From an optimization exercise on the open Yosys and OpenROAD flow, aimed at small area; shortcuts taken in it are not production practice. Only simulation tests tie the RTL to the original design; equivalence was not proved.

### design/flow/run.sh
#!/bin/bash
# synth_recipe.tcl (not shown) runs the flow's synth.tcl, then flattens the netlist and writes it again
# the make line also repeats each setting of config.mk as NAME=value (left out here)
make -C /OpenROAD-flow-scripts/flow DESIGN_CONFIG=/design/flow/config.mk WORK_HOME=/design/flow/orfs CLKGATE_MAP_FILE= SYNTH_SCRIPT=/design/flow/synth_recipe.tcl finish
### design/flow/config.mk
export PLATFORM = sky130hd
export DESIGN_NAME = cordic
export DESIGN_NICKNAME = cordic
export VERILOG_FILES = /design/flow/design.v
export SDC_FILE = /design/flow/constraint.sdc
export NUM_CORES = 4
export LEC_CHECK = 0
export CAP_MARGIN = 20
export CORE_MARGIN = 2
export CORE_UTILIZATION = 40
export SLEW_MARGIN = 20
### design/flow/constraint.sdc
create_clock -name core_clock -period 15.0 [get_ports {clk}]
set_input_delay 3.0000 -clock core_clock [delete_from_list [all_inputs] [get_ports {clk}]]
set_output_delay 3.0000 -clock core_clock [all_outputs]
set_load 0.01 [all_outputs]
### design/flow/design.v
module cordic_update( input wire clk,
                      input wire signed [31:0] wantedAngle,
                      input wire [4:0] iterate,
                      input wire signed [31:0] x,
                      input wire signed [31:0] y,
                      input wire signed [31:0] currentAngle,
                      input wire signed [31:0] atan,
                      output reg signed [31:0] nx,
                      output reg signed [31:0] ny,
                      output reg signed [31:0] nangle);
                always @(posedge clk)
                begin
                      nx <= x - {dir ? -(y >>> iterate) : (y >>> iterate)};
                      ny <= y + {dir ? -(x >>> iterate) : (x >>> iterate)};
                      nangle <= currentAngle - {dir ? -atan : atan};
                end
              wire  [0:0] dir;
              assign dir = (currentAngle < wantedAngle) ;
endmodule
module  cordic  (
	input clk,
	input rst,
	input in_valid,
	input signed [WIDTH-1:0] angle,
	output reg out_valid,
	output reg signed [WIDTH-1:0] cosine,
	output reg signed [WIDTH-1:0] sine,
	output reg signed [WIDTH-1:0] finalAngle
);
parameter WIDTH = 32 ;
parameter FPSHIFT = 28 ;
wire [31:0] atan[0:30] ;
assign atan[00]  = 32'b0001100100100001111110110101010 ;
assign atan[01]  = 32'b0000111011010110001100111000001 ;
assign atan[02]  = 32'b0000011111010110110111010111111 ;
assign atan[03]  = 32'b0000001111111010101101110101001 ;
assign atan[04]  = 32'b0000000111111111010101011011101 ;
assign atan[05]  = 32'b0000000011111111111010101010110 ;
assign atan[06]  = 32'b0000000001111111111111010101010 ;
assign atan[07]  = 32'b0000000000111111111111111010101 ;
assign atan[08]  = 32'b0000000000011111111111111111010 ;
assign atan[09]  = 32'b0000000000001111111111111111111 ;
assign atan[10]  = 32'b0000000000000111111111111111111 ;
assign atan[11]  = 32'b0000000000000011111111111111111 ;
assign atan[12]  = 32'b0000000000000001111111111111111 ;
assign atan[13]  = 32'b0000000000000000111111111111111 ;
assign atan[14]  = 32'b0000000000000000011111111111111 ;
assign atan[15]  = 32'b0000000000000000001111111111111 ;
assign atan[16]  = 32'b0000000000000000000111111111111 ;
assign atan[17]  = 32'b0000000000000000000011111111111 ;
assign atan[18]  = 32'b0000000000000000000001111111111 ;
assign atan[19]  = 32'b0000000000000000000000111111111 ;
assign atan[20]  = 32'b0000000000000000000000011111111 ;
assign atan[21]  = 32'b0000000000000000000000001111111 ;
assign atan[22]  = 32'b0000000000000000000000000111111 ;
assign atan[23]  = 32'b0000000000000000000000000011111 ;
assign atan[24]  = 32'b0000000000000000000000000001111 ;
assign atan[25]  = 32'b0000000000000000000000000000111 ;
assign atan[26]  = 32'b0000000000000000000000000000011 ;
assign atan[27]  = 32'b0000000000000000000000000000010 ;
assign atan[28]  = 32'b0000000000000000000000000000001 ;
assign atan[29]  = 32'b0000000000000000000000000000000 ;
assign atan[30]  = 32'b0000000000000000000000000000000 ;
localparam signed [31:0] finalGainFP = 32'sd163008219 ;
localparam signed [31:0] zeroFP = 32'sd0 ;
wire [1:0] quad ;
wire  signed [31:0] vx,vy,startingAngle ;
wire signed [31:0] startVx, startVy ;
wire  signed [31:0] startingAngles [3:0] ;
wire signed [31:0] startingVx [3:0] ;
wire signed [31:0] startingVy [3:0] ;
assign quad = (angle > 32'sd1264972284 ? 2'd3 : (angle > 32'sd843314856 ? 2'd2 : (angle > 32'sd421657428 ? 2'd1 : 2'd0))) ;
assign startingAngles[0] = 32'sd0 ;
assign startingAngles[1] = 32'sd421657428 ;
assign startingAngles[2] = 32'sd843314857 ;
assign startingAngles[3] = 32'sd1264972285 ;
assign startingVx[0] = zeroFP ;
assign startingVx[1] = finalGainFP ;
assign startingVx[2] = zeroFP;
assign startingVx[3] = -finalGainFP ;
assign startingVy[0] = finalGainFP ;
assign startingVy[1] = zeroFP ;
assign startingVy[2] = -finalGainFP;
assign startingVy[3] = zeroFP ;
assign startVx = startingVx[quad] ;
assign startVy = startingVy[quad] ;
assign startingAngle = startingAngles[quad] ;
wire signed [31:0] x1,x2,x3,x4,x5,x6,x7,x8,x9,x10,x11,x12,x13,x14,x15,x16,x17,x18,x19,x20,x21,x22,x23,x24,x25,x26,x27,x28,x29,x30,x31 ;
wire signed [31:0] y1,y2,y3,y4,y5,y6,y7,y8,y9,y10,y11,y12,y13,y14,y15,y16,y17,y18,y19,y20,y21,y22,y23,y24,y25,y26,y27,y28,y29,y30,y31 ;
wire signed [31:0] angle1,angle2,angle3,angle4,angle5,angle6,angle7,angle8,angle9,angle10,angle11,angle12,angle13,angle14,angle15,angle16,angle17,angle18,angle19,angle20,angle21,angle22,angle23,angle24,angle25,angle26,angle27,angle28,angle29,angle30,angle31 ;
cordic_update cu0 (.clk(clk), .wantedAngle(wanted[0]),.iterate(0), .x(startVx), .y(startVy), .currentAngle(startingAngle), .atan(atan[0]), .nangle(angle1), .nx(x1), .ny(y1)) ;
cordic_update cu1 (.clk(clk), .wantedAngle(wanted[1]),.iterate(1), .x(x1), .y(y1), .currentAngle(angle1), .atan(atan[1]), .nangle(angle2), .nx(x2), .ny(y2)) ;
cordic_update cu2 (.clk(clk), .wantedAngle(wanted[2]),.iterate(2), .x(x2), .y(y2), .currentAngle(angle2), .atan(atan[2]), .nangle(angle3), .nx(x3), .ny(y3)) ;
cordic_update cu3 (.clk(clk), .wantedAngle(wanted[3]),.iterate(3), .x(x3), .y(y3), .currentAngle(angle3), .atan(atan[3]), .nangle(angle4), .nx(x4), .ny(y4)) ;
cordic_update cu4 (.clk(clk), .wantedAngle(wanted[4]),.iterate(4), .x(x4), .y(y4), .currentAngle(angle4), .atan(atan[4]), .nangle(angle5), .nx(x5), .ny(y5)) ;
cordic_update cu5 (.clk(clk), .wantedAngle(wanted[5]),.iterate(5), .x(x5), .y(y5), .currentAngle(angle5), .atan(atan[5]), .nangle(angle6), .nx(x6), .ny(y6)) ;
cordic_update cu6 (.clk(clk), .wantedAngle(wanted[6]),.iterate(6), .x(x6), .y(y6), .currentAngle(angle6), .atan(atan[6]), .nangle(angle7), .nx(x7), .ny(y7)) ;
cordic_update cu7 (.clk(clk), .wantedAngle(wanted[7]),.iterate(7), .x(x7), .y(y7), .currentAngle(angle7), .atan(atan[7]), .nangle(angle8), .nx(x8), .ny(y8)) ;
cordic_update cu8 (.clk(clk), .wantedAngle(wanted[8]),.iterate(8), .x(x8), .y(y8), .currentAngle(angle8), .atan(atan[8]), .nangle(angle9), .nx(x9), .ny(y9)) ;
cordic_update cu9 (.clk(clk), .wantedAngle(wanted[9]),.iterate(9), .x(x9), .y(y9), .currentAngle(angle9), .atan(atan[9]), .nangle(angle10), .nx(x10), .ny(y10)) ;
cordic_update cu10 (.clk(clk), .wantedAngle(wanted[10]),.iterate(10), .x(x10), .y(y10), .currentAngle(angle10), .atan(atan[10]), .nangle(angle11), .nx(x11), .ny(y11)) ;
cordic_update cu11 (.clk(clk), .wantedAngle(wanted[11]),.iterate(11), .x(x11), .y(y11), .currentAngle(angle11), .atan(atan[11]), .nangle(angle12), .nx(x12), .ny(y12)) ;
cordic_update cu12 (.clk(clk), .wantedAngle(wanted[12]),.iterate(12), .x(x12), .y(y12), .currentAngle(angle12), .atan(atan[12]), .nangle(angle13), .nx(x13), .ny(y13)) ;
cordic_update cu13 (.clk(clk), .wantedAngle(wanted[13]),.iterate(13), .x(x13), .y(y13), .currentAngle(angle13), .atan(atan[13]), .nangle(angle14), .nx(x14), .ny(y14)) ;
cordic_update cu14 (.clk(clk), .wantedAngle(wanted[14]),.iterate(14), .x(x14), .y(y14), .currentAngle(angle14), .atan(atan[14]), .nangle(angle15), .nx(x15), .ny(y15)) ;
cordic_update cu15 (.clk(clk), .wantedAngle(wanted[15]),.iterate(15), .x(x15), .y(y15), .currentAngle(angle15), .atan(atan[15]), .nangle(angle16), .nx(x16), .ny(y16)) ;
cordic_update cu16 (.clk(clk), .wantedAngle(wanted[16]),.iterate(16), .x(x16), .y(y16), .currentAngle(angle16), .atan(atan[16]), .nangle(angle17), .nx(x17), .ny(y17)) ;
cordic_update cu17 (.clk(clk), .wantedAngle(wanted[17]),.iterate(17), .x(x17), .y(y17), .currentAngle(angle17), .atan(atan[17]), .nangle(angle18), .nx(x18), .ny(y18)) ;
cordic_update cu18 (.clk(clk), .wantedAngle(wanted[18]),.iterate(18), .x(x18), .y(y18), .currentAngle(angle18), .atan(atan[18]), .nangle(angle19), .nx(x19), .ny(y19)) ;
cordic_update cu19 (.clk(clk), .wantedAngle(wanted[19]),.iterate(19), .x(x19), .y(y19), .currentAngle(angle19), .atan(atan[19]), .nangle(angle20), .nx(x20), .ny(y20)) ;
cordic_update cu20 (.clk(clk), .wantedAngle(wanted[20]),.iterate(20), .x(x20), .y(y20), .currentAngle(angle20), .atan(atan[20]), .nangle(angle21), .nx(x21), .ny(y21)) ;
cordic_update cu21 (.clk(clk), .wantedAngle(wanted[21]),.iterate(21), .x(x21), .y(y21), .currentAngle(angle21), .atan(atan[21]), .nangle(angle22), .nx(x22), .ny(y22)) ;
cordic_update cu22 (.clk(clk), .wantedAngle(wanted[22]),.iterate(22), .x(x22), .y(y22), .currentAngle(angle22), .atan(atan[22]), .nangle(angle23), .nx(x23), .ny(y23)) ;
cordic_update cu23 (.clk(clk), .wantedAngle(wanted[23]),.iterate(23), .x(x23), .y(y23), .currentAngle(angle23), .atan(atan[23]), .nangle(angle24), .nx(x24), .ny(y24)) ;
cordic_update cu24 (.clk(clk), .wantedAngle(wanted[24]),.iterate(24), .x(x24), .y(y24), .currentAngle(angle24), .atan(atan[24]), .nangle(angle25), .nx(x25), .ny(y25)) ;
cordic_update cu25 (.clk(clk), .wantedAngle(wanted[25]),.iterate(25), .x(x25), .y(y25), .currentAngle(angle25), .atan(atan[25]), .nangle(angle26), .nx(x26), .ny(y26)) ;
cordic_update cu26 (.clk(clk), .wantedAngle(wanted[26]),.iterate(26), .x(x26), .y(y26), .currentAngle(angle26), .atan(atan[26]), .nangle(angle27), .nx(x27), .ny(y27)) ;
cordic_update cu27 (.clk(clk), .wantedAngle(wanted[27]),.iterate(27), .x(x27), .y(y27), .currentAngle(angle27), .atan(atan[27]), .nangle(angle28), .nx(x28), .ny(y28)) ;
cordic_update cu28 (.clk(clk), .wantedAngle(wanted[28]),.iterate(28), .x(x28), .y(y28), .currentAngle(angle28), .atan(atan[28]), .nangle(angle29), .nx(x29), .ny(y29)) ;
cordic_update cu29 (.clk(clk), .wantedAngle(wanted[29]),.iterate(29), .x(x29), .y(y29), .currentAngle(angle29), .atan(atan[29]), .nangle(angle30), .nx(x30), .ny(y30)) ;
cordic_update cu30 (.clk(clk), .wantedAngle(wanted[30]),.iterate(30), .x(x30), .y(y30), .currentAngle(angle30), .atan(atan[30]), .nangle(angle31), .nx(x31), .ny(y31)) ;
wire signed [31:0] wanted [0:30] ;
assign wanted[0] = angle ;
genvar gi ;
generate
	for (gi = 1; gi <= 30; gi = gi + 1) begin : wpipe
		reg signed [31:0] w ;
		always @(posedge clk) w <= wanted[gi-1] ;
		assign wanted[gi] = w ;
	end
endgenerate
reg [30:0] vpipe ;
always @(posedge clk)
begin
	if (rst) begin
		vpipe <= 31'd0 ;
		out_valid <= 1'b0 ;
	end else begin
		vpipe <= {vpipe[29:0], in_valid} ;
		out_valid <= vpipe[30] ;
	end
end
always @(posedge clk)
begin
	sine <= x31 ;
	cosine <= y31 ;
	finalAngle <= angle31  ;
end
endmodule
==> reports/results.ini <==
[status]
outcome = complete, no violations

[global_routing]
grt_start_max_net_pins = 66
grt_antenna_before_repair = 5
grt_pass1_wl_um = 1030000
grt_pass1_vias = 197000
track_usage = 0.192
grt_overflow = 0

[placement]
place_congestion = 0.885
dp.cells = 36800
hpwl_um = 525000
dpl_cell_area_sq_mm = 0.267
portBuffers = 131
pre_cts_ws_ps = 4250

[critical_path]
critPathMaxStageDelay_ps = 600
crit_buf_inv = 5
crit_type = primary input to flip-flop
crit_slowest_cell = clkdlybuf4s50_1
cp-end-kind = flip-flop
path_max_fanout = 25
worstPathArrival_ps = 10460
crit_required_ps = 15930
cp-start-kind = primary input
cp_top_family = compound AO/OA/AOI/OAI gates
worst_path_most_repeated_cell = o21ai_0

[clock_tree]
cts-htree-levels = 5
clkLatencyLatePin_ps = 1050
ctsResizeCount = 0
clk_pin_slew_ps = 60
tritoncts.num_buffers = 456
cts_hold_buffers = 0
cts_sinks = 4031
cts_setup_buffers = 0
clockBufferDepth = 4
cts_tree = yes
cts_root_buffer = clkbuf_16

[sta]
finClkSkew_ps = 85.7
rsz0062_at_grt = no
setup-violations-final = 0
fin_ws_ps = 5470
maxSlewViolCount = 0
min_period_ps = 9530
fmax_mhz = 105
slew_headroom = 0.282
fin_setup_tns_ps = 0
finalCritPeriodShare = 0.635
max_slew.worst_pin.slew_ps = 1060
finalHoldViolCount = 0
timing.hold.ws_ps = 270

[finish]
drive_gt1_frac = 0.0416
mostFrequentLayoutCells = dfxtp_1, ha_1, a21oi_1
nets = 32900
stdcell_area_sq_mm = 0.283
num-fill-cells = 61500
postLayoutCoreUtil = 0.444
largest-register = wpipe.w
mostFrequentLayoutCell = dfxtp_1
fin_cells = 37700
largest_reg_flops = 960
syn_to_final_growth_pct = 10.9

[min_path]
hp-class = flip-flop to flip-flop

[routing]
drt-total-wl_um = 644000
routedWlPerCell_um = 17.1
drtPass1Iterations = 6
avgViaCountPerCell = 5.32
drc = 0
vias = 201000
drtAntennaViolNets = 0
drt_iter0_markers = 10800

[synth]
avgSynthCellArea_sq_um = 8.96
synth_edf_count = 0
yosysUniqueCellTypes = 100
synth_largest_area_cell = dfxtp_1
synthArstFlopShare = 0
synth_nets = 32500
synth_top_area_frac = 0.316
syn_inst = 28500
yosysSeqAreaShare = 0.316
syn-cell-area_sq_mm = 0.255
ys.flop_type = dfxtp_1
synth_area_leaders = dfxtp_1, ha_1, xnor2_1, a21oi_1, a21o_1
ys_ff_latch = 4031
yosys_warnings = 2

[floorplanning]
core_area_sq_mm = 0.636
start_util = 0.401
rows = 293
io_pins = 132
dieArea_sq_mm = 0.644
chipHeight_um = 802
die_w_um = 802

[flow_run]
maxCapViolCount = 0

[worst reg2reg max path: cells and delay by family, from the launching register on]
family	cells	cell delay, ps
AOI/OAI and AO/OA	17	5320
xor gates and xnor gates	1	130
adders and majority gates	2	800
buffers and inverters	1	600
DFF	1	340
and+or+nand+nor	1	220
[path summary, 6_finish.rpt]
kind,start,endpoint,slack [ps],depth (start not counted)
hold reg to reg,cu30.nangle[29],finalAngle[29],270,0
setup / recovery,angle[31],cu0.nangle[16],5470,28
setup reg to reg,cu6.nangle[1],cu7.ny[30],7540,22
hold / removal,cu30.nangle[29],finalAngle[29],270,0
[kinds of logic (layout without fill, tap and decap cells)]
logic type	after synthesis	after routing	share of synthesized area
compound gates	8163	8163	0.205
xor+xnor	3301	3301	0.113
fa+ha+maj	3964	3964	0.197
buf+inv	2137	2939	0.0315
flops	4031	4031	0.316
mux	212	212	0.00872
other cells	0	3	0
simple gates	6648	6648	0.128
[final cells by class]
class | instances | area (sq um) | area share
multi-input cells | 22300 | 167000 | 0.589
flip-flops and latches | 4031 | 80700 | 0.285
clock buffers | 595 | 12800 | 0.0452
well taps | 8407 | 10500 | 0.0372
inverters | 1882 | 7060 | 0.0250
clock inverters | 247 | 3100 | 0.0110
repair buffers | 215 | 1940 | 0.00685
diodes | 3 | 7.51 | 0.0000266
[layer usage]
metal  vias up  wire length, um  GRT usage
met1     93400           286000      0.237
met5         -                0          0
met3       995            19500     0.0165
met2      3184           316000      0.353
li1     103000                -          -
met4         0            22000     0.0607
[cell usage after synthesis (all sizes together) (185+ instances only)]
cell type  number
a211oi        291
a21o         1353
a21oi        2593
a31oi         197
and3          185
clkbuf        209
dfxtp        4031
ha           3874
inv          1873
nand2        1492
nand2b        508
nand3         475
nand4         253
nor2         1900
nor2b         431
nor3          518
o21a          496
o21ai        1483
o21bai        316
o31ai         273
or3           227
xnor2        2279
xor2         1020

re-timing with driven ports:
The results above use ideal ports. As a check the final layout listed here was re-extracted and re-timed, cells and wires unchanged.
Step 1, drivers: a clkbuf_16 drives clk and a buf_2 each remaining input, both assumed.
Step 2 also shifts input and output timing later by t, the mid clock arrival at the registers, as if the neighbouring blocks saw the same clock.
Three values: no drivers, after step 1, after step 2; two values: the first two.
t, ns: 1.135
slack for setup (ns): 5.471 / 5.579 / 4.443
worst setup path at the end: input to register
slew at the worst register clock pin (ns): 0.07 / 0.07
worst data-port slew with drivers (ns): 0.03
After both steps this run still meets setup and hold. The setup slack of this run moves by +0.108 ns with the drivers and by -1.028 ns with both steps.
